From an optimization exercise on the open Yosys and OpenROAD flow, aimed at small area and a short achievable clock period; shortcuts taken in it are not production practice. The RTL was checked by simulation tests, not by an equivalence proof against the original design.

[flow/flow/run.sh]
#!/bin/bash
set -euo pipefail
bash standard.sh \
  SETUP_SLACK_MARGIN=${MARGIN:-6.0} \
  "BUFFER_PORTS_ARGS=-buffer_cell sky130_fd_sc_hd__buf_2" \
  finish > standard.log 2>&1
[flow/standard.sh]
#!/bin/bash
# synth_recipe.tcl (not shown) runs the flow's synth.tcl, then flattens the netlist and writes it again
# the make line also repeats each setting of config.mk as NAME=value (left out here)
make -C /OpenROAD-flow-scripts/flow DESIGN_CONFIG=/design/flow/config.mk WORK_HOME=/design/flow/orfs CLKGATE_MAP_FILE= SYNTH_SCRIPT=/design/flow/synth_recipe.tcl "${@:-finish}"
[flow/config.mk]
export PLATFORM = sky130hd
export DESIGN_NAME = CordicVectoring
export DESIGN_NICKNAME = CordicVectoring
export VERILOG_FILES = /design/flow/design.v
export SDC_FILE = /design/flow/constraint.sdc
export NUM_CORES = 4
export LEC_CHECK = 0
export CAP_MARGIN = 20
export CORE_MARGIN = 2
export CORE_UTILIZATION = 40
export CTS_CLUSTER_DIAMETER = 100
export CTS_CLUSTER_SIZE = 30
export SLEW_MARGIN = 20
[flow/constraint.sdc]
create_clock -name core_clock -period 9.0 [get_ports {in_clk}]
set_input_delay 1.8000 -clock core_clock [delete_from_list [all_inputs] [get_ports {in_clk}]]
set_output_delay 1.8000 -clock core_clock [all_outputs]
set_load 0.01 [all_outputs]
[flow/design.v]
module Cordic (
  input  wire        in_clk,
  input  wire        in_rst,
  input  wire        in_enable,
  input  wire [15:0] in_x,
  input  wire [15:0] in_y,
  output wire        out_valid,
  output wire [18:0] out_phase,
  output wire [15:0] out_x,
  output wire [15:0] out_y
);
  function [18:0] atan;
    input integer i;
    begin
      case (i)
        0: atan = 19'h0c90f;
        1: atan = 19'h076b1;
        2: atan = 19'h03eb6;
        3: atan = 19'h01fd5;
        4: atan = 19'h00ffa;
        5: atan = 19'h007ff;
        6: atan = 19'h003ff;
        default: atan = 19'h001ff;
      endcase
    end
  endfunction
  reg [12:0] vld;
  always @(posedge in_clk or negedge in_rst)
    if (!in_rst) vld <= 13'b0;
    else         vld <= {vld[11:0], in_enable};
  assign out_valid = vld[12];
  reg signed [16:0] xr [0:8];
  reg signed [16:0] yr [0:8];
  reg        [7:0]  dr [1:9];    
  always @(posedge in_clk) begin
    xr[0] <= {in_x[15], in_x};
    yr[0] <= {in_y[15], in_y};
  end
  genvar i;
  generate
    for (i = 0; i < 8; i = i + 1) begin : g_stage
      wire               d  = yr[i][16];
      wire signed [16:0] xs = xr[i] >>> i;
      wire signed [16:0] ys = yr[i] >>> i;
      wire        [16:0] xn, yn;
      sk17 u_xadd (.a(xr[i]), .b(ys ^ {17{d}}),  .cin(d),  .s(xn));
      sk17 u_yadd (.a(yr[i]), .b(xs ^ {17{~d}}), .cin(~d), .s(yn));
      always @(posedge in_clk) begin
        xr[i+1] <= xn;
        yr[i+1] <= yn;
      end
      if (i == 0) begin : g_d0
        always @(posedge in_clk) dr[1] <= {7'b0, d};
      end else begin : g_dn
        always @(posedge in_clk) dr[i+1] <= (dr[i] & ((8'd1 << i) - 8'd1)) | ({7'b0, d} << i);
      end
    end
  endgenerate
  localparam [27:0] GAINC = 28'h5b70049;
  function [27:0] csa_s;
    input [27:0] a, b, c;
    csa_s = a ^ b ^ c;
  endfunction
  function [27:0] csa_c;
    input [27:0] a, b, c;
    csa_c = {(a[26:0] & b[26:0]) | (a[26:0] & c[26:0]) | (b[26:0] & c[26:0]), 1'b0};
  endfunction
  function [32:0] gain1;   
    input [16:0] v;
    reg   [16:0] u;
    reg   [27:0] r1, r2, r3, r4, r5, s1, c1, t1, e1, s2, c2, s3, c3;
    reg   [12:0] lo;
    begin
      u  = {~v[16], v[15:0]};
      r1 = {u, 11'b0};
      r2 = {2'b0, u, 9'b0};
      r3 = {5'b0, ~u, 6'b0};
      r4 = {8'b0, ~u, 3'b0};
      r5 = {11'b0, ~u};
      s1 = csa_s(r1, r2, r3);
      c1 = csa_c(r1, r2, r3);
      t1 = csa_s(r4, r5, GAINC);
      e1 = csa_c(r4, r5, GAINC);
      s2 = csa_s(s1, c1, t1);
      c2 = csa_c(s1, c1, t1);
      s3 = csa_s(s2, c2, e1);
      c3 = csa_c(s2, c2, e1);
      lo = {1'b0, s3[11:0]} + {1'b0, c3[11:0]};
      gain1 = {lo[12], s3[27:12], c3[27:12]};
    end
  endfunction
  reg [15:0] xs_, ys_, xc_, yc_;   
  reg        xl_, yl_;              
  always @(posedge in_clk) begin
    {xl_, xs_, xc_} <= gain1(xr[8]);
    {yl_, ys_, yc_} <= gain1(yr[8]);
    dr[9]           <= dr[8];
  end
  function [18:0] zsum;
    input [3:0] dirs;
    input integer base;
    integer k;
    begin
      zsum = 19'd0;
      for (k = 0; k < 4; k = k + 1)
        zsum = dirs[k] ? zsum - atan(base + k) : zsum + atan(base + k);
    end
  endfunction
  wire [18:0] zlo [0:15];
  wire [18:0] zhi [0:15];
  genvar j;
  generate
    for (j = 0; j < 16; j = j + 1) begin : g_ztab
      assign zlo[j] = zsum(j, 0);
      assign zhi[j] = zsum(j, 4);
    end
  endgenerate
  reg [15:0] ox, oy;
  reg [18:0] oz;
  always @(posedge in_clk) begin
    ox <= xs_ + xc_ + xl_;
    oy <= ys_ + yc_ + yl_;
    oz <= zlo[dr[9][3:0]] + zhi[dr[9][7:4]];
  end
  assign out_x = ox;
  assign out_y = oy;
  assign out_phase = oz;
endmodule
module sk17 (
  input  wire [16:0] a,
  input  wire [16:0] b,
  input  wire        cin,
  output wire [16:0] s
);
  wire g0_0 = cin;
  wire g0_1 = a[0] & b[0];
  wire p0_1 = a[0] ^ b[0];
  wire g0_2 = a[1] & b[1];
  wire p0_2 = a[1] ^ b[1];
  wire g0_3 = a[2] & b[2];
  wire p0_3 = a[2] ^ b[2];
  wire g0_4 = a[3] & b[3];
  wire p0_4 = a[3] ^ b[3];
  wire g0_5 = a[4] & b[4];
  wire p0_5 = a[4] ^ b[4];
  wire g0_6 = a[5] & b[5];
  wire p0_6 = a[5] ^ b[5];
  wire g0_7 = a[6] & b[6];
  wire p0_7 = a[6] ^ b[6];
  wire g0_8 = a[7] & b[7];
  wire p0_8 = a[7] ^ b[7];
  wire g0_9 = a[8] & b[8];
  wire p0_9 = a[8] ^ b[8];
  wire g0_10 = a[9] & b[9];
  wire p0_10 = a[9] ^ b[9];
  wire g0_11 = a[10] & b[10];
  wire p0_11 = a[10] ^ b[10];
  wire g0_12 = a[11] & b[11];
  wire p0_12 = a[11] ^ b[11];
  wire g0_13 = a[12] & b[12];
  wire p0_13 = a[12] ^ b[12];
  wire g0_14 = a[13] & b[13];
  wire p0_14 = a[13] ^ b[13];
  wire g0_15 = a[14] & b[14];
  wire p0_15 = a[14] ^ b[14];
  wire g0_16 = a[15] & b[15];
  wire p0_16 = a[15] ^ b[15];
  wire g0_17 = a[16] & b[16];
  wire p0_17 = a[16] ^ b[16];
  wire g1_1 = g0_1 | (p0_1 & g0_0);
  wire g1_3 = g0_3 | (p0_3 & g0_2);
  wire p1_3 = p0_3 & p0_2;
  wire g1_5 = g0_5 | (p0_5 & g0_4);
  wire p1_5 = p0_5 & p0_4;
  wire g1_7 = g0_7 | (p0_7 & g0_6);
  wire p1_7 = p0_7 & p0_6;
  wire g1_9 = g0_9 | (p0_9 & g0_8);
  wire p1_9 = p0_9 & p0_8;
  wire g1_11 = g0_11 | (p0_11 & g0_10);
  wire p1_11 = p0_11 & p0_10;
  wire g1_13 = g0_13 | (p0_13 & g0_12);
  wire p1_13 = p0_13 & p0_12;
  wire g1_15 = g0_15 | (p0_15 & g0_14);
  wire p1_15 = p0_15 & p0_14;
  wire g1_17 = g0_17 | (p0_17 & g0_16);
  wire p1_17 = p0_17 & p0_16;
  wire g2_2 = g0_2 | (p0_2 & g1_1);
  wire g2_3 = g1_3 | (p1_3 & g1_1);
  wire g2_6 = g0_6 | (p0_6 & g1_5);
  wire p2_6 = p0_6 & p1_5;
  wire g2_7 = g1_7 | (p1_7 & g1_5);
  wire p2_7 = p1_7 & p1_5;
  wire g2_10 = g0_10 | (p0_10 & g1_9);
  wire p2_10 = p0_10 & p1_9;
  wire g2_11 = g1_11 | (p1_11 & g1_9);
  wire p2_11 = p1_11 & p1_9;
  wire g2_14 = g0_14 | (p0_14 & g1_13);
  wire p2_14 = p0_14 & p1_13;
  wire g2_15 = g1_15 | (p1_15 & g1_13);
  wire p2_15 = p1_15 & p1_13;
  wire g3_4 = g0_4 | (p0_4 & g2_3);
  wire g3_5 = g1_5 | (p1_5 & g2_3);
  wire g3_6 = g2_6 | (p2_6 & g2_3);
  wire g3_7 = g2_7 | (p2_7 & g2_3);
  wire g3_12 = g0_12 | (p0_12 & g2_11);
  wire p3_12 = p0_12 & p2_11;
  wire g3_13 = g1_13 | (p1_13 & g2_11);
  wire p3_13 = p1_13 & p2_11;
  wire g3_14 = g2_14 | (p2_14 & g2_11);
  wire p3_14 = p2_14 & p2_11;
  wire g3_15 = g2_15 | (p2_15 & g2_11);
  wire p3_15 = p2_15 & p2_11;
  wire g4_8 = g0_8 | (p0_8 & g3_7);
  wire g4_9 = g1_9 | (p1_9 & g3_7);
  wire g4_10 = g2_10 | (p2_10 & g3_7);
  wire g4_11 = g2_11 | (p2_11 & g3_7);
  wire g4_12 = g3_12 | (p3_12 & g3_7);
  wire g4_13 = g3_13 | (p3_13 & g3_7);
  wire g4_14 = g3_14 | (p3_14 & g3_7);
  wire g4_15 = g3_15 | (p3_15 & g3_7);
  wire g5_16 = g0_16 | (p0_16 & g4_15);
  wire g5_17 = g1_17 | (p1_17 & g4_15);
  assign s[0] = a[0] ^ b[0] ^ g0_0;
  assign s[1] = a[1] ^ b[1] ^ g1_1;
  assign s[2] = a[2] ^ b[2] ^ g2_2;
  assign s[3] = a[3] ^ b[3] ^ g2_3;
  assign s[4] = a[4] ^ b[4] ^ g3_4;
  assign s[5] = a[5] ^ b[5] ^ g3_5;
  assign s[6] = a[6] ^ b[6] ^ g3_6;
  assign s[7] = a[7] ^ b[7] ^ g3_7;
  assign s[8] = a[8] ^ b[8] ^ g4_8;
  assign s[9] = a[9] ^ b[9] ^ g4_9;
  assign s[10] = a[10] ^ b[10] ^ g4_10;
  assign s[11] = a[11] ^ b[11] ^ g4_11;
  assign s[12] = a[12] ^ b[12] ^ g4_12;
  assign s[13] = a[13] ^ b[13] ^ g4_13;
  assign s[14] = a[14] ^ b[14] ^ g4_14;
  assign s[15] = a[15] ^ b[15] ^ g4_15;
  assign s[16] = a[16] ^ b[16] ^ g5_16;
endmodule
module CordicVectoring (
  input  wire        in_clk,
  input  wire        in_rst,
  input  wire        in_enable,
  input  wire [15:0] in_x,
  input  wire [15:0] in_y,
  output wire        out_valid,
  output wire [18:0] out_phase,
  output wire [15:0] out_x,
  output wire [15:0] out_y
);
  Cordic u_cordic (
    .in_clk    (in_clk),
    .in_rst    (in_rst),
    .in_enable (in_enable),
    .in_x      (in_x),
    .in_y      (in_y),
    .out_valid (out_valid),
    .out_phase (out_phase),
    .out_x     (out_x),
    .out_y     (out_y)
  );
endmodule
==> qor.csv, run 1 <==
stage,metric,value,unit
clock_network,cts_tree,built,
timing,finalMaxSlewViolations,0,
routing,drc,0,
timing,hold_ws,326,ps
worst_setup_path,worstPathMaxFanout,8,
routing,route.antenna.remaining_nets,0,
worst_hold_path,hold_end,u_cordic.dr[6][4]$_DFF_P_,
worst_setup_path,critical_path_depth,12,
timing,period_share,0.325,
synth,synth_cells,2448,
timing,setup_violations,0,
synth,syn-cell-area,0.0260,mm2
routing,wirelength,48100,um
timing,worst_pin_slew,810,ps
global_route,grt_overflow,0,
synth,yosys_warnings,7,
clock_network,htree_num_levels,1,
floorplan,initial_core_util,0.404,
worst_setup_path,path_buf_inv,2,
global_route,grt_start_max_net_pins,32,
worst_hold_path,holdPathStages,0,
timing,rsz0062_at_grt,true,
worst_setup_path,crit_path_top_delay_cell,fa_2,
timing,skew,30.0,ps
routing,vias_per_cell,4.73,
worst_setup_path,rrSetupSlack,6070,ps
synth,yosysMostFrequentCell,dfxtp_1,
timing,setup_slack,6070,ps
synth,ys.flop_type,dfxtp_1,
synth,syn-num-nets,2965,
worst_hold_path,hp-start,u_cordic.dr[5][4]$_DFF_P_,
synth,synth_top_area_share,0.357,
final_layout,fill_cells,5973,
timing,hold_viol,0,
worst_setup_path,crit_path_start_kind,register,
floorplan,dieArea,0.0672,mm2
final_layout,final_area,0.0295,mm2
clock_network,cts_hold_buffers,0,
floorplan,core.rowCount,93,
place,finalWeightedCongestion,0.846,
synth,synthDistinctLibCells,72,
clock_network,root_buffer,clkbuf_16,
synth,postSynthAreaPerCell,10.6,um2
worst_setup_path,worstReg2RegStart,u_cordic.yr[2][16]$_DFF_P_,
synth,synth_seq_cells,477,
place,dp_hpwl,37600,um
synth,yosysSeqAreaShare,0.369,
timing,period_needed,2930,ps
clock_network,clockBufferDepth,3,
clock_network,clkSinkCount,477,
synth,synth_area_leader_cell,dfxtp_1,
place,placed_cell_area,0.0275,mm2
worst_setup_path,max_stage_delay,520,ps
status,status,finished clean,
final_layout,n_antenna_cell,0,
worst_setup_path,path_cells,"buf_12, xnor2_4, ha_4, and3_4, a32oi_4, o2bb2ai_4, o31a_1, o22ai_2, o21a_1, nor2_2, fa_2, inv_1",
flow_run,drv_cap,0,
synth,async_flop_share,0.0273,
place,io_buffers,85,
floorplan,core-area,0.0645,mm2
timing,setup_tns,0,ps
final_layout,nNetsFinal,3116,
worst_setup_path,reg2regPathDepth,12,
place,place_ws,5460,ps
routing,drtIter0Drc,553,
worst_setup_path,reg2reg_to,u_cordic.yr[3][15]$_DFF_P_,
routing,wire_per_inst,13.9,um
worst_setup_path,worstSetupPathType,register to register,
floorplan,die_width,259,um
global_route,grt_pass1_wl,78200,um
timing,timing.fmax,342,MHz
worst_setup_path,required,9480,ps
final_layout,fin_util,0.458,
worst_setup_path,cp-end-kind,register,
worst_hold_path,worst_hold_path_type,register to register,
synth,synth_common_cells,"dfxtp_1, ha_1, inv_1",
global_route,antenna_found_initial,0,
global_route,grt_usage,0.139,
clock_network,cts_made_buffers,23,
final_layout,area_growth,13.4,%
synth,synthTopCellsByArea,"dfxtp_1, ha_1, fa_1",
routing,drt_pre_antenna_iters,5,
clock_network,cts.clk_slew.worst_paths,110,ps
clock_network,clk_latency,570,ps
floorplan,boundaryPins,87,
worst_setup_path,cp_data_arrival_time,3410,ps
timing,maxSlewHeadroom,0.446,
synth,synth_enable_flop_cells,0,
final_layout,drive_gt1_frac,0.117,
worst_setup_path,crit_family,compound AO/OA/AOI/OAI gates,
global_route,grt_pass1_vias,17100,
floorplan,die_y,259,um
routing,via_count,16400,
## worst register-to-register path, cell delays in order (launching register included)
cell	delay, ps
dfxtp_4	390
buf_12	160
xnor2_4	170
ha_4	280
and3_4	190
a32oi_4	120
o2bb2ai_4	160
o31a_1	350
o22ai_2	210
o21a_1	200
nor2_2	60
fa_2	520
inv_1	30
## sequential cells by signal, indices dropped and copies added, names as in the netlist
name          cells
u_cordic.xs_     16
u_cordic.ys_     16
u_cordic.oz      18
u_cordic.yc_     16
u_cordic.xr     152
u_cordic.dr      44
u_cordic.oy      16
u_cordic.yr     152
u_cordic.vld     13
u_cordic.ox      16
u_cordic.xc_     16
u_cordic.yl_      1
u_cordic.xl_      1
## stage by stage
stage,instances
6_report,3467
3_5_place_dp,3364
2_1_floorplan,2448
3_3_place_gp,3364
5_1_grt,3467
4_1_cts,3412
## worst max-delay path by stage
stage,startpoint,endpoint,slack (ps)
floorplan,u_cordic.yr[4][16]$_DFF_P_,u_cordic.xr[5][16]$_DFF_P_,5990
global placement,u_cordic.yr[7][16]$_DFF_P_,u_cordic.yr[8][16]$_DFF_P_,5520
detailed placement,u_cordic.yr[7][16]$_DFF_P_,u_cordic.yr[8][16]$_DFF_P_,5460
CTS,u_cordic.yr[2][16]$_DFF_P_,u_cordic.yr[3][16]$_DFF_P_,5990
global route,u_cordic.yr[2][16]$_DFF_P_,u_cordic.xr[3][16]$_DFF_P_,5900
finish,u_cordic.yr[2][16]$_DFF_P_,u_cordic.yr[3][15]$_DFF_P_,6070
## layout by cell type, fill, tap and decap left out, types with 27 or more instances in the layout
master	Yosys	routed
dfxtp_1	464	450
ha_1	352	347
inv_1	280	280
xnor2_1	220	206
xor2_1	203	199
fa_1	130	128
a21oi_1	125	114
nor2_1	88	87
buf_2	4	85
nand2_1	70	70
a21o_1	57	57
buf_4	1	55
o21ai_0	45	40
o21a_1	31	31
nor3_1	31	30
o21bai_1	28	28
clkbuf_16	0	27
## layout make-up
type | instances | area [um2] | area share
inverters | 280 | 1050 | 0.0356
clock buffers | 28 | 604 | 0.0205
multi-input cells | 1661 | 15800 | 0.535
well taps | 855 | 1070 | 0.0362
repair buffers | 156 | 1210 | 0.0410
flip-flops and latches | 477 | 9660 | 0.327
clock inverters | 10 | 148 | 0.00500
## timing repair
item / CTS / global route
pin swaps: 6 / 48
setup buffers: 7 / 51
setup endpoints to repair: 39 / 31
gates resized for setup: 53 / 74
gates cloned: 3 / 4
## logic make-up (layout without fill, tap and decap cells)
logic type | after synthesis | in the layout | synth area share
adders and majority gates | 482 | 482 | 0.269
DFF | 477 | 477 | 0.369
xor gates and xnor gates | 423 | 423 | 0.142
AOI/OAI and AO/OA | 413 | 413 | 0.106
and+or+nand+nor | 330 | 330 | 0.0627
buffers and inverters | 310 | 474 | 0.0451
muxes | 12 | 12 | 0.00514
other | 1 | 1 | 0.000144
## layer usage
layer | share of wire | GRT usage | vias to the layer above
met5 | 0 | 0 | -
met4 | 0.033 | 0.0457 | 0
met3 | 0.022 | 0.0153 | 94
met2 | 0.56 | 0.287 | 176
met1 | 0.39 | 0.143 | 7670
li1 | - | - | 8470
==> run 2: changes to the inputs <==
--- a/flow/config.mk
+++ b/flow/config.mk
@@ -9,3 +9,3 @@
 export CORE_MARGIN = 2
-export CORE_UTILIZATION = 40
+export CORE_UTILIZATION = 55
 export CTS_CLUSTER_DIAMETER = 100
==> run 2 against run 1 <==
Compared with the run above:
- flip-flop and latch count stayed put
- routed wire length is 1.6% higher
- register-to-register slack about the same
- critical path depth unchanged
==> qor.csv, run 2 <==
stage,metric,value,unit,change
status,status,finished clean,,unchanged
place,dp_hpwl,38800,um,was 37600 um
worst_hold_path,hold_end,u_cordic.dr[9][2]$_DFF_P_,,was u_cordic.dr[6][4]$_DFF_P_
global_route,grt_overflow,0,,unchanged
clock_network,clockBufferDepth,3,,unchanged
worst_setup_path,worstPathMaxFanout,16,,was 8
final_layout,fill_cells,3886,,was 5973
synth,synth_enable_flop_cells,0,,unchanged
timing,maxSlewHeadroom,0.292,,was 0.446
worst_setup_path,path_buf_inv,2,,unchanged
timing,period_needed,2940,ps,was 2930 ps
final_layout,final_area,0.0289,mm2,was 0.0295 mm2
place,finalWeightedCongestion,0.855,,was 0.846
timing,finalMaxSlewViolations,0,,unchanged
worst_setup_path,worstReg2RegStart,u_cordic.yr[1][16]$_DFF_P_,,was u_cordic.yr[2][16]$_DFF_P_
worst_hold_path,hp-start,u_cordic.dr[8][2]$_DFF_P_,,was u_cordic.dr[5][4]$_DFF_P_
synth,ys.flop_type,dfxtp_1,,unchanged
timing,setup_violations,0,,unchanged
worst_setup_path,crit_family,compound AO/OA/AOI/OAI gates,,unchanged
worst_setup_path,required,9460,ps,was 9480 ps
final_layout,top_regs,"u_cordic.xr (152), u_cordic.yr (152), u_cordic.dr (44)",,unchanged
worst_setup_path,crit_start,u_cordic.yr[1][16]$_DFF_P_,,was u_cordic.yr[2][16]$_DFF_P_
worst_setup_path,path_cells,"buf_12, xnor2_2, ha_1, and3_4, a32oi_4, o2bb2ai_4, o31a_1, o22ai_2, o21a_1, nor2_2, fa_2, inv_1",,"was buf_12, xnor2_4, ha_4, and3_4, a32oi_4, o2bb2ai_4, o31a_1, o22ai_2, o21a_1, nor2_2, fa_2, inv_1"
timing,rsz0062_at_grt,true,,unchanged
routing,route.antenna.remaining_nets,0,,unchanged
clock_network,cts_made_buffers,20,,was 23
floorplan,initial_core_util,0.558,,was 0.404
timing,period_share,0.327,,was 0.325
routing,vias_per_cell,5.17,,was 4.73
global_route,antenna_found_initial,0,,unchanged
routing,via_count,16500,,was 16400
synth,syn-num-nets,2965,,unchanged
synth,synth_cells,2448,,unchanged
place,io_buffers,85,,unchanged
synth,postSynthAreaPerCell,10.6,um2,unchanged
routing,drt_pre_antenna_iters,15,,was 5
timing,skew,19.3,ps,was 30.0 ps
floorplan,die_y,222,um,was 259 um
final_layout,mostFrequentLayoutCells,"dfxtp_1, ha_1, inv_1",,unchanged
synth,synth_area_leader_cell,dfxtp_1,,unchanged
timing,worst_pin_slew,1030,ps,was 810 ps
final_layout,drive_gt1_frac,0.106,,was 0.117
global_route,grt_pass1_wl,81000,um,was 78200 um
timing,setup_slack,6060,ps,was 6070 ps
floorplan,boundaryPins,87,,unchanged
floorplan,core-area,0.0467,mm2,was 0.0645 mm2
worst_setup_path,crit_path_start_kind,register,,unchanged
synth,synthDistinctLibCells,72,,unchanged
routing,wirelength,48800,um,was 48100 um
place,placed_cell_area,0.0272,mm2,was 0.0275 mm2
flow_run,drv_cap,0,,unchanged
final_layout,n_antenna_cell,0,,unchanged
final_layout,instances_no_fill,3196,,was 3467
final_layout,area_growth,10.9,%,was 13.4%
routing,drtIter0Drc,447,,was 553
clock_network,htree_num_levels,1,,unchanged
place,place_inst,3117,,was 3364
worst_setup_path,worstSetupPathType,register to register,,unchanged
worst_setup_path,cp_data_arrival_time,3400,ps,was 3410 ps
clock_network,clkSinkCount,477,,unchanged
global_route,grt_start_max_net_pins,33,,was 32
floorplan,die_width,222,um,was 259 um
synth,async_flop_share,0.0273,,unchanged
worst_setup_path,rrSetupSlack,6060,ps,was 6070 ps
global_route,grt_usage,0.199,,was 0.139
floorplan,dieArea,0.0491,mm2,was 0.0672 mm2
worst_hold_path,holdPathStages,0,,unchanged
clock_network,cts.clk_slew.worst_paths,110,ps,about the same
worst_setup_path,max_stage_delay,540,ps,was 520 ps
routing,wire_per_inst,15.3,um,was 13.9 um
routing,drc,0,,unchanged
synth,syn-cell-area,0.0260,mm2,unchanged
clock_network,cts_tree,built,,unchanged
synth,synthTopCellsByArea,"dfxtp_1, ha_1, fa_1",,unchanged
worst_setup_path,reg2reg_to,u_cordic.yr[2][15]$_DFF_P_,,was u_cordic.yr[3][15]$_DFF_P_
place,place_ws,5400,ps,was 5460 ps
synth,synth_common_cells,"dfxtp_1, ha_1, inv_1",,unchanged
synth,yosysMostFrequentCell,dfxtp_1,,unchanged
global_route,grt_pass1_vias,16900,,was 17100
synth,synth_seq_cells,477,,unchanged
worst_hold_path,worst_hold_path_type,register to register,,unchanged
synth,yosysSeqAreaShare,0.369,,unchanged
synth,synth_top_area_share,0.357,,unchanged
floorplan,core.rowCount,79,,was 93
timing,hold_viol,0,,unchanged
clock_network,root_buffer,clkbuf_16,,unchanged
worst_setup_path,cp-end-kind,register,,unchanged
synth,yosys_warnings,7,,unchanged
worst_setup_path,crit_path_top_delay_cell,fa_2,,unchanged
final_layout,nNetsFinal,3100,,was 3116
clock_network,cts_hold_buffers,0,,unchanged
final_layout,mostFrequentLayoutCell,dfxtp_1,,unchanged
worst_setup_path,reg2regPathDepth,12,,unchanged
clock_network,clk_latency,560,ps,was 570 ps
timing,setup_tns,0,ps,unchanged
timing,timing.fmax,340,MHz,was 342 MHz
run 2: changes by cell type in the layout (fill, tap and decap cells not counted), moves of 3 or more:
cell / change
buf_4: -11
clkbuf_16: -4
clkinv_8: -4
ha_1: +4
ha_4: -4
xnor2_4: -4
a31oi_2: -3
xnor2_1: +3
run 2: how the worst max path moves through the flow:
| stage | cells after the start | slack [ps] | end |
|---|---|---|---|
| floorplan | 13 | 5990 | u_cordic.xr[5][16]$_DFF_P_ |
| global placement | 11 | 5520 | u_cordic.yr[8][16]$_DFF_P_ |
| CTS | 11 | 5990 | u_cordic.yr[5][15]$_DFF_P_ |
| finish | 12 | 6060 | u_cordic.yr[2][15]$_DFF_P_ |
| detailed placement | 11 | 5400 | u_cordic.yr[8][16]$_DFF_P_ |
| global route | 12 | 5950 | u_cordic.yr[2][15]$_DFF_P_ |
run 2: repair_timing:
item | CTS | global route
buffers inserted | 4 | 40
pin swaps | 4 | 36
endpoints found under the setup margin | 36 | 34
resized for setup | 52 | 70
gates cloned | 5 | 2
run 2: per-stage QoR:
step | hold WS (ps) | util
2_1_floorplan | 310 | -
3_3_place_gp | 311 | 0.582
3_5_place_dp | 312 | 0.582
4_1_cts | 330 | 0.604
5_1_grt | 332 | 0.619
6_report | 325 | 0.619
run 2: kinds of logic after synthesis:
group | share of synthesized area
flops | 0.369
xor+xnor | 0.142
other cells | 0.000144
simple gates | 0.0627
buf+inv | 0.0451
fa+ha+maj | 0.269
compound gates | 0.106
mux | 0.00514
run 2: cell type report:
| class | instances | area (um2) | area share |
|---|---|---|---|
| Timing Repair Buffer | 143 | 1110 | 0.0384 |
| Inverter | 280 | 1050 | 0.0364 |
| Clock inverter | 4 | 63.8 | 0.00221 |
| Tap cell | 607 | 759 | 0.0263 |
| Sequential cell | 477 | 9660 | 0.335 |
| Multi-Input combinational cell | 1661 | 15700 | 0.544 |
| Clock buffer | 24 | 537 | 0.0186 |
run 2: routing by layer:
metal / vias up / global-route usage / wire length, um
li1: 8414 / - / -
met1: 7891 / 0.244 / 21700
met2: 154 / 0.374 / 25100
met3: 53 / 0.0209 / 1010
met4: 0 / 0.0425 / 995
met5: - / 0 / 0
==> run 3: changes to the inputs <==
--- a/flow/config.mk
+++ b/flow/config.mk
@@ -9,5 +9,5 @@
 export CORE_MARGIN = 2
-export CORE_UTILIZATION = 55
+export CORE_UTILIZATION = 40
 export CTS_CLUSTER_DIAMETER = 100
-export CTS_CLUSTER_SIZE = 30
+export CTS_CLUSTER_SIZE = 24
 export SLEW_MARGIN = 20
==> run 3 against run 2 <==
Compared with the run above:
- clock-buffer cell count up 5
- maximum frequency down 0.36%
- sequential share of layout area shrank 0.89 points
- non-clock buffer count increased by 22
- synthesized area unchanged
- hold slack improved by 6.7 ps
- largest cell class unchanged
==> qor.csv, run 3 <==
stage,metric,value,unit,change
status,status,finished clean,,unchanged
timing,hold_viol,0,,unchanged
final_layout,area_growth,13.9,%,was 10.9%
routing,route.antenna.remaining_nets,0,,unchanged
floorplan,core.rowCount,93,,was 79
routing,route.met3.wl,1080,um,was 1010 um
clock_network,clockBufferDepth,3,,unchanged
worst_setup_path,reg2regPathDepth,13,,was 12
clock_network,cts_made_buffers,25,,was 20
routing,met2_length,27000,um,was 25100 um
global_route,grt_start_max_net_pins,26,,was 33
final_layout,mostFrequentLayoutCell,dfxtp_1,,unchanged
timing,worst_pin_slew,812,ps,was 1030 ps
synth,synthTopCellsByArea,"dfxtp_1, ha_1, fa_1",,unchanged
place,finalWeightedCongestion,0.846,,was 0.855
final_layout,n_antenna_cell,0,,unchanged
worst_setup_path,cp-end-kind,register,,unchanged
worst_setup_path,crit_start,u_cordic.yr[2][16]$_DFF_P_,,was u_cordic.yr[1][16]$_DFF_P_
worst_hold_path,holdPathStages,0,,unchanged
place,io_buffers,85,,unchanged
clock_network,clk_latency,580,ps,was 560 ps
floorplan,die_y,259,um,was 222 um
clock_network,cts_hold_buffers,0,,unchanged
synth,synth_enable_flop_cells,0,,unchanged
timing,period_share,0.328,,was 0.327
routing,drtIter0Drc,555,,was 447
worst_setup_path,worstPathMaxFanout,7,,was 16
global_route,grt_usage,0.141,,was 0.199
timing,setup_violations,0,,unchanged
routing,routed.top_layer,met4,,unchanged
worst_setup_path,worstReg2RegStart,u_cordic.yr[2][16]$_DFF_P_,,was u_cordic.yr[1][16]$_DFF_P_
worst_setup_path,cp_data_arrival_time,3440,ps,was 3400 ps
timing,setup_tns,0,ps,unchanged
synth,yosys_warnings,7,,unchanged
worst_setup_path,crit_path_start_kind,register,,unchanged
global_route,grt_pass1_wl,78800,um,was 81000 um
timing,maxSlewHeadroom,0.445,,was 0.292
clock_network,cts.clk_slew.worst_paths,90,ps,was 110 ps
clock_network,cts_tree,built,,unchanged
global_route,grt_pass1_vias,17100,,was 16900
routing,drt_pre_antenna_iters,4,,was 15
synth,synth_seq_cells,477,,unchanged
routing,drc,0,,unchanged
final_layout,top_regs,"u_cordic.xr (152), u_cordic.yr (152), u_cordic.dr (44)",,unchanged
worst_setup_path,required,9490,ps,was 9460 ps
synth,synth_common_cells,"dfxtp_1, ha_1, inv_1",,unchanged
synth,postSynthAreaPerCell,10.6,um2,unchanged
routing,wl_met1,18700,um,was 21700 um
worst_setup_path,worstSetupPathType,register to register,,unchanged
floorplan,core-area,0.0645,mm2,was 0.0467 mm2
timing,timing.fmax,339,MHz,was 340 MHz
synth,synthDistinctLibCells,72,,unchanged
flow_run,drv_cap,0,,unchanged
timing,skew,23.3,ps,was 19.3 ps
synth,synth_cells,2448,,unchanged
floorplan,boundaryPins,87,,unchanged
synth,synth_top_area_share,0.357,,unchanged
worst_hold_path,worst_hold_path_type,register to register,,unchanged
floorplan,initial_core_util,0.404,,was 0.558
global_route,grt_overflow,0,,unchanged
floorplan,die_width,259,um,was 222 um
global_route,antenna_found_initial,0,,unchanged
synth,syn-cell-area,0.0260,mm2,unchanged
timing,rsz0062_at_grt,true,,unchanged
clock_network,clkSinkCount,477,,unchanged
synth,yosysSeqAreaShare,0.369,,unchanged
timing,finalMaxSlewViolations,0,,unchanged
routing,via_count,16500,,about the same
routing,vias_per_cell,4.75,,was 5.17
synth,syn-num-nets,2965,,unchanged
place,dp_hpwl,37600,um,was 38800 um
synth,async_flop_share,0.0273,,unchanged
clock_network,htree_num_levels,1,,unchanged
synth,synth_area_leader_cell,dfxtp_1,,unchanged
clock_network,root_buffer,clkbuf_16,,unchanged
final_layout,drive_gt1_frac,0.124,,was 0.106
synth,ys.flop_type,dfxtp_1,,unchanged
worst_hold_path,hp-start,u_cordic.dr[8][3]$_DFF_P_,,was u_cordic.dr[8][2]$_DFF_P_
routing,wire_per_inst,14.0,um,was 15.3 um
final_layout,fill_cells,5949,,was 3886
final_layout,mostFrequentLayoutCells,"dfxtp_1, ha_1, inv_1",,unchanged
final_layout,nNetsFinal,3127,,was 3100
floorplan,dieArea,0.0672,mm2,was 0.0491 mm2
routing,wirelength,48600,um,was 48800 um
synth,yosysMostFrequentCell,dfxtp_1,,unchanged
timing,period_needed,2950,ps,was 2940 ps
==> run 3: path summary, 6_finish.rpt <==
| check | end | slack (ps) |
|---|---|---|
| worst max register to register | u_cordic.yr[3][15]$_DFF_P_ | 6050 |
| worst min-delay path | u_cordic.dr[9][3]$_DFF_P_ | 330 |
| min in group asynchronous | u_cordic.vld[11]$_DFF_PN0_ | 1070 |
| worst min register to register | u_cordic.dr[9][3]$_DFF_P_ | 330 |
| max in group asynchronous | u_cordic.vld[0]$_DFF_PN0_ | 7710 |
| worst max-delay path | u_cordic.yr[3][15]$_DFF_P_ | 6050 |
==> run 3: worst max-delay path, stage by stage (launching register included) <==
cell	delay (ps)
dfxtp_4	360
buf_12	140
buf_8	130
buf_4	130
xnor2_2	140
ha_4	290
o21a_1	180
o2bb2ai_4	100
o31a_1	340
o22ai_2	240
o21a_1	200
nor2_2	60
fa_2	510
inv_1	30
==> run 3: final cells by class <==
type	count	area [um2]	share of cell area
multi-input combinational	1661	15900	0.535
clock inverter	8	93.8	0.00316
tap	855	1070	0.0361
timing repair buffer	165	1260	0.0425
inverter	280	1050	0.0354
sequential	477	9660	0.326
clock buffer	29	651	0.0219
==> run 3: kinds of logic (layout without fill, tap and decap cells) <==
kind of cell               Yosys count  count (layout)  share of synthesized area
buffers and inverters              310             482                     0.0451
xor gates and xnor gates           423             423                      0.142
adders and majority gates          482             482                      0.269
muxes                               12              12                    0.00514
DFF                                477             477                      0.369
other                                1               1                   0.000144
AOI/OAI and AO/OA                  413             413                      0.106
and+or+nand+nor                    330             330                     0.0627
==> run 3: per-layer routing <==
metal	vias to the layer above	GRT usage
li1	8475	-
met1	7748	0.143
met2	206	0.290
met3	92	0.0151
met4	0	0.0516
met5	-	0
==> run 3: per-stage QoR <==
step	setup WS [ps]	instance area (um2)	hold WS [ps]	utilization	cells
final	6050	29700	332	0.460	3475
after global routing	5920	29700	338	0.460	3475
after CTS	5980	28600	334	0.444	3413
after detailed placement	5460	27500	312	0.426	3364
after global placement	5520	27500	311	0.426	3364
after floorplan	5990	26100	310	-	2448
==> run 3: what timing repair did <==
action / 4_1_cts / 5_1_grt
pin swaps: 6 / 57
buffers inserted: 8 / 60
resized for setup: 52 / 91
setup endpoints to repair: 40 / 32
cloned: 4 / 2
==> run 4: changes to the inputs <==
==> flow/flow/run.sh (replaced) <==
#!/bin/bash
set -euo pipefail
bash standard.sh \
  SETUP_SLACK_MARGIN=6.0 \
  "BUFFER_PORTS_ARGS=-buffer_cell sky130_fd_sc_hd__buf_2" \
  finish > standard.log 2>&1
--- a/flow/config.mk
+++ b/flow/config.mk
@@ -9,5 +9,5 @@
 export CORE_MARGIN = 2
-export CORE_UTILIZATION = 40
+export CORE_UTILIZATION = 65
 export CTS_CLUSTER_DIAMETER = 100
-export CTS_CLUSTER_SIZE = 24
+export CTS_CLUSTER_SIZE = 30
 export SLEW_MARGIN = 20
==> run 4 against run 3 <==
Compared with the run above:
- die area shrank 38%
- critical endpoint is now u_cordic.yr[3][16]$_DFF_P_
- routed wire length increased by 0.76%
- clock-buffer cell count decreased by 7
- flip-flop and latch count unchanged
- non-clock buffer count is 21 lower
- synthesized cell count is the same
- hold slack got worse by 1.2 ps
- still clean
- via count up 0.53%
- register-to-register slack barely moved
- maximum frequency decreased by 0.34%
==> qor.csv, run 4 <==
stage,metric,value,unit,change
clock_network,cts_made_buffers,19,,was 25
worst_setup_path,crit_family,compound AO/OA/AOI/OAI gates,,unchanged
synth,synth_top_area_share,0.357,,unchanged
synth,synth_cells,2448,,unchanged
timing,timing.fmax,338,MHz,was 339 MHz
worst_setup_path,worstSetupPathType,register to register,,unchanged
synth,synth_common_cells,"dfxtp_1, ha_1, inv_1",,unchanged
global_route,antenna_found_initial,0,,unchanged
worst_setup_path,rrSetupSlack,6040,ps,was 6050 ps
global_route,grt_overflow,0,,unchanged
timing,period_needed,2960,ps,was 2950 ps
timing,period_share,0.329,,was 0.328
routing,wirelength,49000,um,was 48600 um
routing,route.antenna.remaining_nets,0,,unchanged
clock_network,cts.clk_slew.worst_paths,110,ps,was 90 ps
synth,synthMuxAreaShare,0.00514,,unchanged
floorplan,die_width,204,um,was 259 um
synth,synth_top_family_by_area,adder cells,,unchanged
floorplan,core-area,0.0396,mm2,was 0.0645 mm2
floorplan,boundaryPins,87,,unchanged
timing,worst_pin_slew,872,ps,was 812 ps
synth,ys.flop_type,dfxtp_1,,unchanged
final_layout,mostFrequentLayoutCell,dfxtp_1,,unchanged
synth,synth_seq_cells,477,,unchanged
worst_setup_path,cp-end-kind,register,,unchanged
floorplan,die_y,204,um,was 259 um
clock_network,cts_tree,built,,unchanged
final_layout,nNetsFinal,3100,,was 3127
place,io_buffers,85,,unchanged
synth,synthDistinctLibCells,72,,unchanged
synth,syn-cell-area,0.0260,mm2,unchanged
worst_setup_path,required,9450,ps,was 9490 ps
clock_network,clk_latency,550,ps,was 580 ps
global_route,grt_pass1_vias,17000,,was 17100
synth,synth_area_leader_cell,dfxtp_1,,unchanged
clock_network,clkSinkCount,477,,unchanged
synth,yosysMostFrequentCell,dfxtp_1,,unchanged
worst_setup_path,worstPathMaxFanout,14,,was 7
synth,syn-num-nets,2965,,unchanged
synth,async_flop_share,0.0273,,unchanged
clock_network,clockBufferDepth,3,,unchanged
floorplan,core.rowCount,73,,was 93
worst_setup_path,crit_path_start_kind,register,,unchanged
worst_setup_path,reg2reg_to,u_cordic.yr[3][16]$_DFF_P_,,was u_cordic.yr[3][15]$_DFF_P_
timing,maxSlewHeadroom,0.403,,was 0.445
synth,yosys.area_share.adder,0.269,,unchanged
place,finalWeightedCongestion,0.856,,was 0.846
synth,yosysSeqAreaShare,0.369,,unchanged
synth,synthTopCellsByArea,"dfxtp_1, ha_1, fa_1",,unchanged
place,dp_hpwl,38000,um,was 37600 um
synth,synthSimpleGateAreaFrac,0.0627,,unchanged
place,placed_cell_area,0.0271,mm2,was 0.0275 mm2
timing,finalMaxSlewViolations,0,,unchanged
timing,setup_tns,0,ps,unchanged
final_layout,ff_latch_area,0.00965,mm2,was 0.00966 mm2
synth,synth-xor-area-share,0.142,,unchanged
timing,rsz0062_at_grt,true,,unchanged
flow_run,drv_cap,0,,unchanged
routing,via_count,16600,,was 16500
routing,wire_per_inst,15.7,um,was 14.0 um
synth,postSynthAreaPerCell,10.6,um2,unchanged
final_layout,mostFrequentLayoutCells,"dfxtp_1, ha_1, inv_1",,unchanged
worst_setup_path,cp-endpoint,u_cordic.yr[3][16]$_DFF_P_,,was u_cordic.yr[3][15]$_DFF_P_
synth,synth_compound_area_frac,0.106,,unchanged
final_layout,fill_cells,2942,,was 5949
final_layout,n_antenna_cell,0,,unchanged
worst_setup_path,worstReg2RegStart,u_cordic.yr[2][16]$_DFF_P_,,unchanged
worst_setup_path,crit_start,u_cordic.yr[2][16]$_DFF_P_,,unchanged
worst_setup_path,critical_path_depth,12,,was 13
final_layout,drive_gt1_frac,0.105,,was 0.124
global_route,grt_start_max_net_pins,33,,was 26
worst_setup_path,path_buf_inv,1,,was 4
worst_hold_path,worst_hold_path_type,register to register,,unchanged
synth,yosys_warnings,7,,unchanged
final_layout,multi_input_area,0.0157,mm2,was 0.0159 mm2
timing,setup_violations,0,,unchanged
final_layout,final_area,0.0287,mm2,was 0.0297 mm2
global_route,grt_pass1_wl,79900,um,was 78800 um
floorplan,dieArea,0.0417,mm2,was 0.0672 mm2
routing,drt_pre_antenna_iters,5,,was 4
floorplan,initial_core_util,0.657,,was 0.404
timing,skew,16.6,ps,was 23.3 ps
worst_setup_path,path_cells,"buf_12, xnor2_2, ha_1, and3_1, a32oi_2, o2bb2ai_4, o31a_1, o22ai_2, o21a_1, nor2_1, fa_1, xor2_1",,"was buf_12, buf_8, buf_4, xnor2_2, ha_4, o21a_1, o2bb2ai_4, o31a_1, o22ai_2, o21a_1, nor2_2, fa_2, inv_1"
status,status,finished clean,,unchanged
clock_network,root_buffer,clkbuf_16,,unchanged
clock_network,htree_num_levels,1,,unchanged
synth,synth_enable_flop_cells,0,,unchanged
final_layout,area_growth,10.0,%,was 13.9%
routing,vias_per_cell,5.34,,was 4.75
routing,drtIter0Drc,633,,was 555
worst_setup_path,max_stage_delay,390,ps,was 510 ps
worst_setup_path,cp_data_arrival_time,3410,ps,was 3440 ps
routing,drc,0,,unchanged
timing,hold_viol,0,,unchanged
worst_setup_path,crit_path_top_delay_cell,fa_1,,was fa_2
worst_setup_path,reg2regPathDepth,12,,was 13
global_route,grt_usage,0.234,,was 0.141
final_layout,top_regs,"u_cordic.xr (152), u_cordic.yr (152), u_cordic.dr (44)",,unchanged
run 4: cell count changes in the layout (fill, tap and decap cells not counted), moves of 3 or more:
cell	delta
and3_1	+4
buf_4	-20
clkbuf_16	-5
ha_1	+3
ha_4	-4
inv_6	-4
xnor2_1	+4
run 4: layout make-up:
class | count | area share
Tap cell | 525 | 0.0229
Inverter | 280 | 0.0367
Sequential cell | 477 | 0.337
Multi-Input combinational cell | 1661 | 0.548
Clock buffer | 22 | 0.0170
Clock inverter | 1 | 0.000175
Timing Repair Buffer | 144 | 0.0388
run 4: per-layer routing:
layer  share of wire  up-vias  track usage
li1                -     8410            -
met1            0.44     7964        0.288
met2            0.52      165        0.436
met3           0.018       70       0.0217
met4           0.027        0       0.0634
met5               0        -            0
run 4: kinds of logic (layout without fill, tap and decap cells):
group / after synthesis / count (layout)
flip-flops: 477 / 477
adder cells (fa/ha/maj): 482 / 482
other: 1 / 1
AO/OA/AOI/OAI: 413 / 413
AND/OR/NAND/NOR: 330 / 330
buffers and inverters: 310 / 447
XOR/XNOR: 423 / 423
multiplexers: 12 / 12
run 4: repair_timing:
| action | in CTS | in global routing |
|---|---|---|
| cloned | 4 | 3 |
| hold buffers | 0 | 0 |
| setup buffers | 5 | 41 |
| pin swaps | 3 | 34 |
| gates resized for setup | 40 | 79 |
| endpoints found under the setup margin | 52 | 33 |
run 4: how the worst min path moves through the flow:
stage / from / end / slack [ps] / depth (start not counted)
6_report: u_cordic.dr[8][0]$_DFF_P_ / u_cordic.dr[9][0]$_DFF_P_ / 330 / 0
5_1_grt: u_cordic.dr[8][0]$_DFF_P_ / u_cordic.dr[9][0]$_DFF_P_ / 340 / 0
4_1_cts: u_cordic.dr[8][5]$_DFF_P_ / u_cordic.dr[9][5]$_DFF_P_ / 330 / 0
3_5_place_dp: u_cordic.dr[8][4]$_DFF_P_ / u_cordic.dr[9][4]$_DFF_P_ / 310 / 0
3_3_place_gp: u_cordic.dr[3][2]$_DFF_P_ / u_cordic.dr[4][2]$_DFF_P_ / 310 / 0
2_1_floorplan: u_cordic.dr[1][0]$_DFF_P_ / u_cordic.dr[2][0]$_DFF_P_ / 310 / 0
run 4: per-stage QoR:
stage	hold WS [ps]	util	instances	setup slack, ps
6_report	331	0.723	3110	6040
5_1_grt	336	0.723	3110	5900
4_1_cts	333	0.704	3066	5970
3_5_place_dp	312	0.683	3034	5280
3_3_place_gp	310	0.683	3034	5390
2_1_floorplan	310	-	2448	5990
==> run 5: changes to the inputs <==
--- a/flow/config.mk
+++ b/flow/config.mk
@@ -9,3 +9,3 @@
 export CORE_MARGIN = 2
-export CORE_UTILIZATION = 65
+export CORE_UTILIZATION = 55
 export CTS_CLUSTER_DIAMETER = 100
==> run 5 against run 4 <==
Compared with the run above:
- largest cell class unchanged
- still clean on timing, DRC and antenna
- synthesized area unchanged
- final cell count rose by 2.8%
- die area is 18% higher
- critical endpoint is now u_cordic.yr[2][15]$_DFF_P_
==> qor.csv, run 5 <==
stage,metric,value,unit,change
status,status,finished clean,,unchanged
routing,via_count,16500,,was 16600
floorplan,core-area,0.0467,mm2,was 0.0396 mm2
synth,postSynthAreaPerCell,10.6,um2,unchanged
floorplan,die_width,222,um,was 204 um
global_route,grt_start_max_net_pins,33,,unchanged
synth,synth_top_area_share,0.357,,unchanged
synth,syn-cell-area,0.0260,mm2,unchanged
floorplan,core.rowCount,79,,was 73
worst_setup_path,max_stage_delay,540,ps,was 390 ps
timing,timing.fmax,340,MHz,was 338 MHz
clock_network,cts_tree,built,,unchanged
worst_setup_path,critical_path_depth,12,,unchanged
synth,synth_cells,2448,,unchanged
synth,async_flop_share,0.0273,,unchanged
timing,setup_violations,0,,unchanged
floorplan,dieArea,0.0491,mm2,was 0.0417 mm2
place,io_buffers,85,,unchanged
worst_setup_path,required,9460,ps,was 9450 ps
synth,yosys_warnings,7,,unchanged
worst_setup_path,crit_path_top_delay_cell,fa_2,,was fa_1
synth,synthTopCellsByArea,"dfxtp_1, ha_1, fa_1",,unchanged
global_route,antenna_found_initial,0,,unchanged
timing,hold_viol,0,,unchanged
worst_setup_path,path_buf_inv,2,,was 1
floorplan,boundaryPins,87,,unchanged
synth,synth-xor-area-share,0.142,,unchanged
synth,syn-num-nets,2965,,unchanged
clock_network,cts_made_buffers,20,,was 19
clock_network,clockBufferDepth,3,,unchanged
synth,yosys.area_share.adder,0.269,,unchanged
routing,route.antenna.remaining_nets,0,,unchanged
final_layout,top_regs,"u_cordic.xr (152), u_cordic.yr (152), u_cordic.dr (44)",,unchanged
final_layout,nNetsFinal,3100,,unchanged
routing,wirelength,48800,um,was 49000 um
place,place_ws,5400,ps,was 5280 ps
final_layout,mostFrequentLayoutCell,dfxtp_1,,unchanged
routing,vias_per_cell,5.17,,was 5.34
timing,period_share,0.327,,was 0.329
timing,setup_tns,0,ps,unchanged
worst_hold_path,worst_hold_path_type,register to register,,unchanged
clock_network,cts.clk_slew.worst_paths,110,ps,about the same
synth,synth_seq_cells,477,,unchanged
synth,synth_compound_area_frac,0.106,,unchanged
routing,drtIter0Drc,447,,was 633
final_layout,mostFrequentLayoutCells,"dfxtp_1, ha_1, inv_1",,unchanged
place,finalWeightedCongestion,0.855,,was 0.856
synth,synth_common_cells,"dfxtp_1, ha_1, inv_1",,unchanged
timing,period_needed,2940,ps,was 2960 ps
clock_network,root_buffer,clkbuf_16,,unchanged
timing,skew,19.3,ps,was 16.6 ps
worst_setup_path,crit_path_start_kind,register,,unchanged
synth,synth_enable_flop_cells,0,,unchanged
place,dp_hpwl,38800,um,was 38000 um
synth,synthSimpleGateAreaFrac,0.0627,,unchanged
flow_run,drv_cap,0,,unchanged
worst_setup_path,worstSetupPathType,register to register,,unchanged
global_route,grt_overflow,0,,unchanged
final_layout,n_antenna_cell,0,,unchanged
worst_setup_path,cp-end-kind,register,,unchanged
routing,wire_per_inst,15.3,um,was 15.7 um
timing,hold_ws,325,ps,was 331 ps
synth,yosysSeqAreaShare,0.369,,unchanged
synth,synthMuxAreaShare,0.00514,,unchanged
worst_hold_path,holdPathStages,0,,unchanged
synth,synth_top_family_by_area,adder cells,,unchanged
timing,worst_pin_slew,1030,ps,was 872 ps
routing,drc,0,,unchanged
global_route,grt_pass1_vias,16900,,was 17000
floorplan,initial_core_util,0.558,,was 0.657
final_layout,drive_gt1_frac,0.106,,was 0.105
worst_setup_path,path_cells,"buf_12, xnor2_2, ha_1, and3_4, a32oi_4, o2bb2ai_4, o31a_1, o22ai_2, o21a_1, nor2_2, fa_2, inv_1",,"was buf_12, xnor2_2, ha_1, and3_1, a32oi_2, o2bb2ai_4, o31a_1, o22ai_2, o21a_1, nor2_1, fa_1, xor2_1"
worst_setup_path,reg2regPathDepth,12,,unchanged
synth,yosysMostFrequentCell,dfxtp_1,,unchanged
timing,finalMaxSlewViolations,0,,unchanged
timing,maxSlewHeadroom,0.292,,was 0.403
floorplan,die_y,222,um,was 204 um
synth,ys.flop_type,dfxtp_1,,unchanged
global_route,grt_pass1_wl,81000,um,was 79900 um
clock_network,htree_num_levels,1,,unchanged
clock_network,clkSinkCount,477,,unchanged
timing,rsz0062_at_grt,true,,unchanged
worst_setup_path,worstPathMaxFanout,16,,was 14
final_layout,area_growth,10.9,%,was 10.0%
global_route,grt_usage,0.199,,was 0.234
worst_setup_path,crit_family,compound AO/OA/AOI/OAI gates,,unchanged
worst_setup_path,cp_data_arrival_time,3400,ps,was 3410 ps
routing,drt_pre_antenna_iters,15,,was 5
synth,synth_area_leader_cell,dfxtp_1,,unchanged
clock_network,clk_latency,560,ps,was 550 ps
clock_network,cts_hold_buffers,0,,unchanged
timing,setup_slack,6060,ps,was 6040 ps
synth,synthDistinctLibCells,72,,unchanged
run 5: cell type report:
| type | count | area, um2 |
|---|---|---|
| clock inverter | 4 | 63.8 |
| sequential | 477 | 9660 |
| inverter | 280 | 1050 |
| clock buffer | 24 | 537 |
| timing repair buffer | 143 | 1110 |
| fill | 3886 | 17800 |
| tap | 607 | 759 |
| multi-input combinational | 1661 | 15700 |
run 5: worst paths after layout:
kind                                                  from                    endpoint  slack, ps
min in group asynchronous                           in_rst  u_cordic.vld[10]$_DFF_PN0_       1100
max in group asynchronous                           in_rst   u_cordic.vld[7]$_DFF_PN0_       7690
worst max register to register  u_cordic.yr[1][16]$_DFF_P_  u_cordic.yr[2][15]$_DFF_P_       6060
worst min-delay path             u_cordic.dr[8][2]$_DFF_P_   u_cordic.dr[9][2]$_DFF_P_        330
worst min register to register   u_cordic.dr[8][2]$_DFF_P_   u_cordic.dr[9][2]$_DFF_P_        330
worst max-delay path            u_cordic.yr[1][16]$_DFF_P_  u_cordic.yr[2][15]$_DFF_P_       6060
run 5: kinds of logic (layout without fill, tap and decap cells):
family | after synthesis | count (layout)
muxes | 12 | 12
buffers and inverters | 310 | 451
adders and majority gates | 482 | 482
xor gates and xnor gates | 423 | 423
other | 1 | 1
AOI/OAI and AO/OA | 413 | 413
DFF | 477 | 477
and+or+nand+nor | 330 | 330
run 5: repair_timing:
action	4_1_cts	5_1_grt
buffers inserted	4	40
gates resized for setup	52	70
gates cloned	5	2
pin swaps	4	36
endpoints found under the setup margin	36	34
run 5: per-stage QoR:
stage	util	area, um2	std cells
after floorplan	-	26100	2448
after global placement	0.582	27200	3117
after detailed placement	0.582	27200	3117
after CTS	0.604	28200	3154
after global routing	0.619	28900	3196
final	0.619	28900	3196
run 5: layer usage:
metal	vias to the layer above	GRT usage	part of all wire
li1	8414	-	-
met1	7891	0.244	0.45
met2	154	0.374	0.51
met3	53	0.0209	0.021
met4	0	0.0425	0.020
met5	-	0	0
==> run 6: changes to the inputs <==
--- a/flow/config.mk
+++ b/flow/config.mk
@@ -12,2 +12,3 @@
 export CTS_CLUSTER_SIZE = 30
+export PLACE_DENSITY = 0.7
 export SLEW_MARGIN = 20
==> run 6 against run 5 <==
Compared with the run above:
- critical path depth unchanged
- synthesized cell count unchanged
- global-route usage down 0.64 points
- register-to-register slack about the same
- maximum frequency up 0.17%
- cell area about the same
- core utilization up 0.059 points
- routed wire length down 1.3%
- first-iteration DRC count up 21%
- sequential share of layout area about the same
- critical endpoint is now u_cordic.yr[2][16]$_DFF_P_
- largest cell class unchanged
==> qor.csv, run 6 <==
stage,metric,value,unit,change
final_layout,top_regs,"u_cordic.xr (152), u_cordic.yr (152), u_cordic.dr (44)",,unchanged
worst_setup_path,worstPathMaxFanout,16,,unchanged
place,place_ws,5300,ps,was 5400 ps
worst_setup_path,crit_path_top_delay_cell,fa_1,,was fa_2
flow_run,drv_cap,0,,unchanged
clock_network,cts_tree,built,,unchanged
routing,vias_per_cell,5.19,,was 5.17
worst_setup_path,critical_path_depth,12,,unchanged
timing,maxSlewHeadroom,0.453,,was 0.292
worst_setup_path,max_stage_delay,400,ps,was 540 ps
worst_hold_path,hp-start,u_cordic.dr[7][5]$_DFF_P_,,was u_cordic.dr[8][2]$_DFF_P_
global_route,antenna_found_initial,0,,unchanged
floorplan,die_y,222,um,unchanged
routing,wirelength,48200,um,was 48800 um
global_route,grt_start_max_net_pins,32,,was 33
routing,drc,0,,unchanged
timing,setup_violations,0,,unchanged
synth,yosysSeqAreaShare,0.369,,unchanged
place,finalWeightedCongestion,0.843,,was 0.855
final_layout,drive_gt1_frac,0.108,,was 0.106
synth,syn-cell-area,0.0260,mm2,unchanged
timing,worst_pin_slew,799,ps,was 1030 ps
worst_setup_path,path_cells,"buf_12, xnor2_1, ha_1, and3_1, a32oi_2, o2bb2ai_4, o31a_1, o22ai_2, o21a_1, nor2_1, fa_1, xor2_1",,"was buf_12, xnor2_2, ha_1, and3_4, a32oi_4, o2bb2ai_4, o31a_1, o22ai_2, o21a_1, nor2_2, fa_2, inv_1"
routing,drt_pre_antenna_iters,24,,was 15
worst_setup_path,required,9460,ps,about the same
timing,hold_ws,318,ps,was 325 ps
final_layout,mostFrequentLayoutCell,dfxtp_1,,unchanged
routing,drtIter0Drc,541,,was 447
worst_setup_path,crit_path_start_kind,register,,unchanged
floorplan,boundaryPins,87,,unchanged
worst_setup_path,worstSetupPathType,register to register,,unchanged
global_route,grt_overflow,0,,unchanged
worst_setup_path,worstReg2RegStart,u_cordic.yr[1][16]$_DFF_P_,,unchanged
worst_hold_path,worst_hold_path_type,register to register,,unchanged
synth,postSynthAreaPerCell,10.6,um2,unchanged
routing,route.antenna.remaining_nets,0,,unchanged
global_route,grt_usage,0.192,,was 0.199
timing,rsz0062_at_grt,true,,unchanged
worst_setup_path,cp_data_arrival_time,3400,ps,about the same
clock_network,cts_made_buffers,20,,unchanged
place,place_inst,3115,,was 3117
timing,hold_viol,0,,unchanged
synth,yosysMostFrequentCell,dfxtp_1,,unchanged
floorplan,core-area,0.0467,mm2,unchanged
timing,period_share,0.326,,was 0.327
synth,synth_enable_flop_cells,0,,unchanged
clock_network,root_buffer,clkbuf_16,,unchanged
synth,ys.flop_type,dfxtp_1,,unchanged
final_layout,instances_no_fill,3193,,was 3196
synth,synthTopCellsByArea,"dfxtp_1, ha_1, fa_1",,unchanged
global_route,grt_pass1_wl,79500,um,was 81000 um
clock_network,cts.clk_slew.worst_paths,110,ps,about the same
worst_setup_path,reg2regPathDepth,12,,unchanged
final_layout,mostFrequentLayoutCells,"dfxtp_1, ha_1, inv_1",,unchanged
worst_setup_path,path_buf_inv,1,,was 2
clock_network,clk_latency,570,ps,was 560 ps
floorplan,die_width,222,um,unchanged
routing,via_count,16600,,was 16500
timing,finalMaxSlewViolations,0,,unchanged
worst_hold_path,holdPathStages,0,,unchanged
synth,synth_area_leader_cell,dfxtp_1,,unchanged
place,dp_hpwl,37500,um,was 38800 um
synth,synth_common_cells,"dfxtp_1, ha_1, inv_1",,unchanged
place,io_buffers,85,,unchanged
final_layout,fill_cells,3762,,was 3886
clock_network,clkSinkCount,477,,unchanged
synth,synth_seq_cells,477,,unchanged
worst_setup_path,reg2reg_to,u_cordic.yr[2][16]$_DFF_P_,,was u_cordic.yr[2][15]$_DFF_P_
floorplan,dieArea,0.0491,mm2,unchanged
worst_setup_path,rrSetupSlack,6070,ps,was 6060 ps
worst_hold_path,hold_end,u_cordic.dr[8][5]$_DFF_P_,,was u_cordic.dr[9][2]$_DFF_P_
synth,synthDistinctLibCells,72,,unchanged
synth,yosys_warnings,7,,unchanged
routing,wire_per_inst,15.1,um,was 15.3 um
synth,synth_cells,2448,,unchanged
timing,skew,21.2,ps,was 19.3 ps
timing,setup_tns,0,ps,unchanged
final_layout,nNetsFinal,3099,,was 3100
floorplan,initial_core_util,0.558,,unchanged
synth,synth_top_area_share,0.357,,unchanged
synth,syn-num-nets,2965,,unchanged
status,status,finished clean,,unchanged
floorplan,core.rowCount,79,,unchanged
synth,async_flop_share,0.0273,,unchanged
final_layout,area_growth,11.0,%,was 10.9%
worst_setup_path,crit_family,compound AO/OA/AOI/OAI gates,,unchanged
final_layout,n_antenna_cell,0,,unchanged
timing,period_needed,2930,ps,was 2940 ps
timing,setup_slack,6070,ps,was 6060 ps
clock_network,clockBufferDepth,3,,unchanged
global_route,grt_pass1_vias,16900,,about the same
timing,timing.fmax,341,MHz,was 340 MHz
clock_network,htree_num_levels,1,,unchanged
worst_setup_path,cp-end-kind,register,,unchanged
==> run 6: timing repair <==
item	in CTS	in global routing
pin swaps	5	40
buffers inserted	8	38
cloned	4	2
hold buffers	0	0
resized for setup	45	77
hold endpoints to repair	0	0
setup endpoints to repair	52	35
==> run 6: routing by layer <==
layer  GRT usage  share of wire  up-vias
li1            -              -     8407
met1       0.244           0.45     7893
met4      0.0475          0.023        0
met5           0              0        -
met2       0.351           0.50      194
met3      0.0188          0.024       70
==> run 6: kinds of logic after synthesis <==
group	share of synthesized area
fa+ha+maj	0.269
compound gates	0.106
other cells	0.000144
flops	0.369
simple gates	0.0627
mux	0.00514
buf+inv	0.0451
xor+xnor	0.142
==> run 6: stage by stage <==
step                cell area, um2   util
global placement             27200  0.582
global route                 28900  0.619
finish                       28900  0.619
detailed placement           27200  0.582
floorplan                    26100      -
CTS                          28100  0.602
==> run 6: cell type report <==
class	count	area [um2]	share of cell area
clock inverters	2	36.3	0.00126
well taps	607	759	0.0263
repair buffers	142	1090	0.0376
inverters	280	1050	0.0364
multi-input cells	1661	15800	0.546
flip-flops and latches	477	9650	0.334
clock buffers	24	537	0.0186
==> run 6: worst max-delay path by stage <==
stage | start | to | slack, ps
2_1_floorplan | u_cordic.yr[4][16]$_DFF_P_ | u_cordic.xr[5][16]$_DFF_P_ | 5990
3_3_place_gp | u_cordic.yr[6][16]$_DFF_P_ | u_cordic.yr[7][15]$_DFF_P_ | 5440
3_5_place_dp | u_cordic.yr[6][16]$_DFF_P_ | u_cordic.yr[7][15]$_DFF_P_ | 5300
4_1_cts | u_cordic.yr[6][16]$_DFF_P_ | u_cordic.yr[7][15]$_DFF_P_ | 5960
5_1_grt | u_cordic.yr[7][16]$_DFF_P_ | u_cordic.yr[8][16]$_DFF_P_ | 5920
6_report | u_cordic.yr[1][16]$_DFF_P_ | u_cordic.yr[2][16]$_DFF_P_ | 6070

[port drivers added, routing unchanged]
The results above use ideal ports. As a check the final layouts listed here were re-extracted and re-timed, cells and wires unchanged.
Step 1 sets driving cells, clkbuf_16 on the clock port and buf_2 on the other inputs (assumed; they add their load-dependent delay and slew).
Step 2 also shifts input and output timing later by t, the mid clock arrival at the registers, as if the neighbouring blocks saw the same clock.
Three values: ideal, step 1, step 2; two values: the first two.
run | t, ns | setup WS [ns] | worst hold slack (ns) | cell pins on the clock port's net
run 1 | 0.615 | 6.072 / 6.072 / 6.072 | 0.326 / 0.326 / 0.326 | 1
run 2 | 0.605 | 6.061 / 6.061 / 6.061 | 0.325 / 0.325 / 0.325 | 1
run 3 | 0.637 | 6.050 / 6.050 / 6.050 | 0.332 / 0.332 / 0.332 | 1
run 4 | 0.605 | 6.040 / 6.040 / 6.040 | 0.331 / 0.331 / 0.331 | 1
run 5 | 0.605 | 6.061 / 6.061 / 6.061 | 0.325 / 0.325 / 0.325 | 1
run 6 | 0.614 | 6.066 / 6.066 / 6.066 | 0.318 / 0.318 / 0.318 | 1
After both steps setup and hold are still met in every run listed.
